This design comes from an exercise in tuning for small area and a short achievable clock period on the open sky130 flow, not from production work. RTL that was checked went through simulation tests only; none was proved equivalent to the original.

Design dist_sort, start of the top module:
module dist_sort (
    input logic        clk, rst,
    input logic [63:0] query,
    input logic [63:0] search_0,
    input logic [63:0] search_1,
    input logic [63:0] search_2,
    input logic [63:0] search_3,
    input logic [63:0] search_4,
    input logic [63:0] search_5,
    input logic [63:0] search_6,
    input logic [63:0] search_7,
    input logic        in_valid,
    output logic [2:0] addr_1st,
    output logic [2:0] addr_2nd,
    output logic       out_valid
);
Size: roughly 620 flip-flops, about 0.069 sq mm of cells after synthesis.
==> flow/config.mk <==
export PLATFORM = sky130hd
export DESIGN_NAME = dist_sort
export DESIGN_NICKNAME = dist_sort
export VERILOG_FILES = /design/flow/design.v
export SDC_FILE = /design/flow/constraint.sdc
export NUM_CORES = 4
export LEC_CHECK = 0
export CAP_MARGIN = 20
export CORE_MARGIN = 2
export CORE_UTILIZATION = 40
export SLEW_MARGIN = 20
export SYNTH_HIERARCHICAL = 1
export SYNTH_MINIMUM_KEEP_SIZE = 0
==> flow/constraint.sdc <==
create_clock -name core_clock -period 17.0 [get_ports {clk}]
set_input_delay 3.4000 -clock core_clock [delete_from_list [all_inputs] [get_ports {clk}]]
set_output_delay 3.4000 -clock core_clock [all_outputs]
set_load 0.01 [all_outputs]
run.sh (not shown) runs the stock make flow with config.mk's settings and CLKGATE_MAP_FILE= SYNTH_SCRIPT=/design/flow/synth_recipe.tcl, a recipe that flattens the netlist after the stock synthesis.
Edit:
--- a/flow/design.v
+++ b/flow/design.v
@@ -2187,16 +2187,22 @@
         d[4] <= ra_4 + rb_4;
         d[5] <= ra_5 + rb_5;
         d[6] <= ra_6 + rb_6;
         d[7] <= ra_7 + rb_7;
     end
     logic le [8][8];
+    logic [11:0] nd [8];
+    always_comb for (int i = 0; i < 8; i++) nd[i] = ~d[i];
     always_comb begin
         for (int i = 0; i < 8; i++)
-            for (int j = 0; j < 8; j++)
-                le[i][j] = (i < j) ? d[i] <= d[j] : 1'b0;
+            for (int j = 0; j < 8; j++) begin
+                logic cy;
+                cy = 1'b1;   
+                for (int k = 0; k < 12; k++) cy = (d[j][k] & nd[i][k]) | (cy & (d[j][k] | nd[i][k]));
+                le[i][j] = (i < j) ? cy : 1'b0;
+            end
     end
     logic [7:0] first, second;
     always_comb begin
         for (int j = 0; j < 8; j++) begin
             logic [7:0] lose;
             for (int i = 0; i < 8; i++)
Setup slack gains 52 ps.
Clock skew goes down by 5.9 ps.
Die area goes down by 3.0%.
Utilization goes down by 0.22 points.
Register-to-register slack degrades by 140 ps.
Wire length grows by 1.2%.
Global-route usage goes up by 1.2 points.
Cell area falls by 3.3%.
Sequential share of layout area increases by 0.53 points.
Final cell count shrinks by 2.6%.
Sequential cell count does not change.
Count of clock-buffer cells in the layout does not change.
No run of this note included a check of the RTL's function; only the layout flow was run.

--- another note on this design; it stands on its own ---

## dist_sort
module dist_sort (
    input logic        clk, rst,
    input logic [63:0] query,
    input logic [63:0] search_0,
    input logic [63:0] search_1,
    input logic [63:0] search_2,
    input logic [63:0] search_3,
    input logic [63:0] search_4,
    input logic [63:0] search_5,
    input logic [63:0] search_6,
    input logic [63:0] search_7,
    input logic        in_valid,
    output logic [2:0] addr_1st,
    output logic [2:0] addr_2nd,
    output logic       out_valid
);
For scale: roughly 8,400 cells after synthesis, ~670 flip-flops, about 590 I/O pins, ~0.066 mm2 of cells after synthesis.
Settings: LEC_CHECK=0, ABC_AREA=1, CAP_MARGIN=50, CORE_MARGIN=2, CORE_UTILIZATION=48, CTS_BUF_LIST=sky130_fd_sc_hd__clkbuf_4 sky130_fd_sc_hd__clkbuf_8, SLEW_MARGIN=70, SYNTH_HIERARCHICAL=1, SYNTH_MINIMUM_KEEP_SIZE=0; clock period 17.0 ns.
standard.sh (not shown) runs the stock make flow with config.mk's settings and CLKGATE_MAP_FILE= SYNTH_SCRIPT=/design/flow/synth_recipe.tcl, a recipe that flattens the netlist after the stock synthesis.
==> flow/flow/run.sh <==
#!/bin/bash
# The standard layout (standard.sh: synthesis to final layout), with every input and
# output port buffered by the platform's smallest buffer instead of the default choice.
set -euo pipefail
export BUFFER_PORTS_ARGS="-buffer_cell sky130_fd_sc_hd__buf_1"
bash standard.sh > standard.log 2>&1
The baseline completed with no timing, DRC or antenna violations.
Change:
--- a/flow/config.mk
+++ b/flow/config.mk
@@ -10,3 +10,3 @@
 export CORE_MARGIN = 2
-export CORE_UTILIZATION = 48
+export CORE_UTILIZATION = 55
 export CTS_BUF_LIST = sky130_fd_sc_hd__clkbuf_4 sky130_fd_sc_hd__clkbuf_8
=> The new run went through all stages and came out clean. Sequential share of layout area hardly moves. Design area decreases by 0.45%. Setup slack gets worse by 0.068 ns.
Change:
--- a/flow/config.mk
+++ b/flow/config.mk
@@ -8,7 +8,7 @@
 export ABC_AREA = 1
-export CAP_MARGIN = 50
+export CAP_MARGIN = 60
 export CORE_MARGIN = 2
-export CORE_UTILIZATION = 55
+export CORE_UTILIZATION = 48
 export CTS_BUF_LIST = sky130_fd_sc_hd__clkbuf_4 sky130_fd_sc_hd__clkbuf_8
-export SLEW_MARGIN = 70
+export SLEW_MARGIN = 80
 export SYNTH_HIERARCHICAL = 1
=>
- synthesized cell count does not change
- die area rises by 14%
- flip-flop and latch count is unchanged
- routed wire length rises by 3.5%
- maximum frequency stays flat


Starting RTL as in the previous note.
export LEC_CHECK = 0
export ABC_AREA = 1
export CAP_MARGIN = 50
export CORE_MARGIN = 2
export CORE_UTILIZATION = 55
export CTS_BUF_LIST = sky130_fd_sc_hd__clkbuf_4 sky130_fd_sc_hd__clkbuf_8
export PLACE_DENSITY = 0.7
export SLEW_MARGIN = 70
export SYNTH_HIERARCHICAL = 1
export SYNTH_MINIMUM_KEEP_SIZE = 0
create_clock -name core_clock -period 17.0 [get_ports {clk}]
Scripts as last shown in full above: flow/flow/run.sh
==> next run, changes <==
--- a/flow/config.mk
+++ b/flow/config.mk
@@ -10,5 +10,4 @@
 export CORE_MARGIN = 2
-export CORE_UTILIZATION = 55
+export CORE_UTILIZATION = 65
 export CTS_BUF_LIST = sky130_fd_sc_hd__clkbuf_4 sky130_fd_sc_hd__clkbuf_8
-export PLACE_DENSITY = 0.7
 export SLEW_MARGIN = 70
Outcome: The new run completed with no timing, DRC or antenna violations. Routed wire length stays flat. Cell count came out lower by a few percent. Non-clock buffer count came out lower by 9. Critical path depth came out lower by 1. Core utilization came out higher by 11 points. Register-to-register slack is worse by 0.12 ns. Worst setup slack is worse by 0.085 ns. Design area came out lower slightly.

## static timing again, ports no longer ideal
In the flow no input, the clock included, has a driving cell. The finished layouts below were timed again as built, in two steps.
Step 1: set_driving_cell puts a clkbuf_16 on clk and a buf_2 on each other input, an assumption about the parent block.
Step 2 adds t to the input delays and takes it off the output delays; t is the mean of the earliest and latest rising clock arrival at the registers after step 1. Input paths then give back, and output paths get back, about the clock's delay inside the block.
Slacks: no drivers / after step 1 / after step 2; pairs: no drivers / after step 1.
run | shift t [ns] | setup WS [ns] | worst setup path after step 2 | cell pins on the clock port's net
the first run of note 1 | 0.758 | 11.032 / 11.080 / 10.323 | input to register | 1
the second run of note 1 | 0.760 | 11.084 / 11.146 / 10.386 | input to register | 1
the first run of note 2 | 0.904 | 12.185 / 12.228 / 11.342 | input to register | 1
the second run of note 2 | 0.923 | 12.117 / 12.166 / 11.243 | input to register | 1
the third run of note 2 | 0.914 | 12.112 / 12.169 / 11.254 | input to register | 1
the first run of note 3 | 0.908 | 11.975 / 12.006 / 11.098 | input to register | 1
the second run of note 3 | 0.878 | 11.890 / 11.948 / 11.070 | input to register | 1
After both steps setup and hold are still met in every run listed. For the first run of note 3, which loses most, drivers alone change the setup slack by +0.031 ns; drivers and shift together by -0.877 ns.
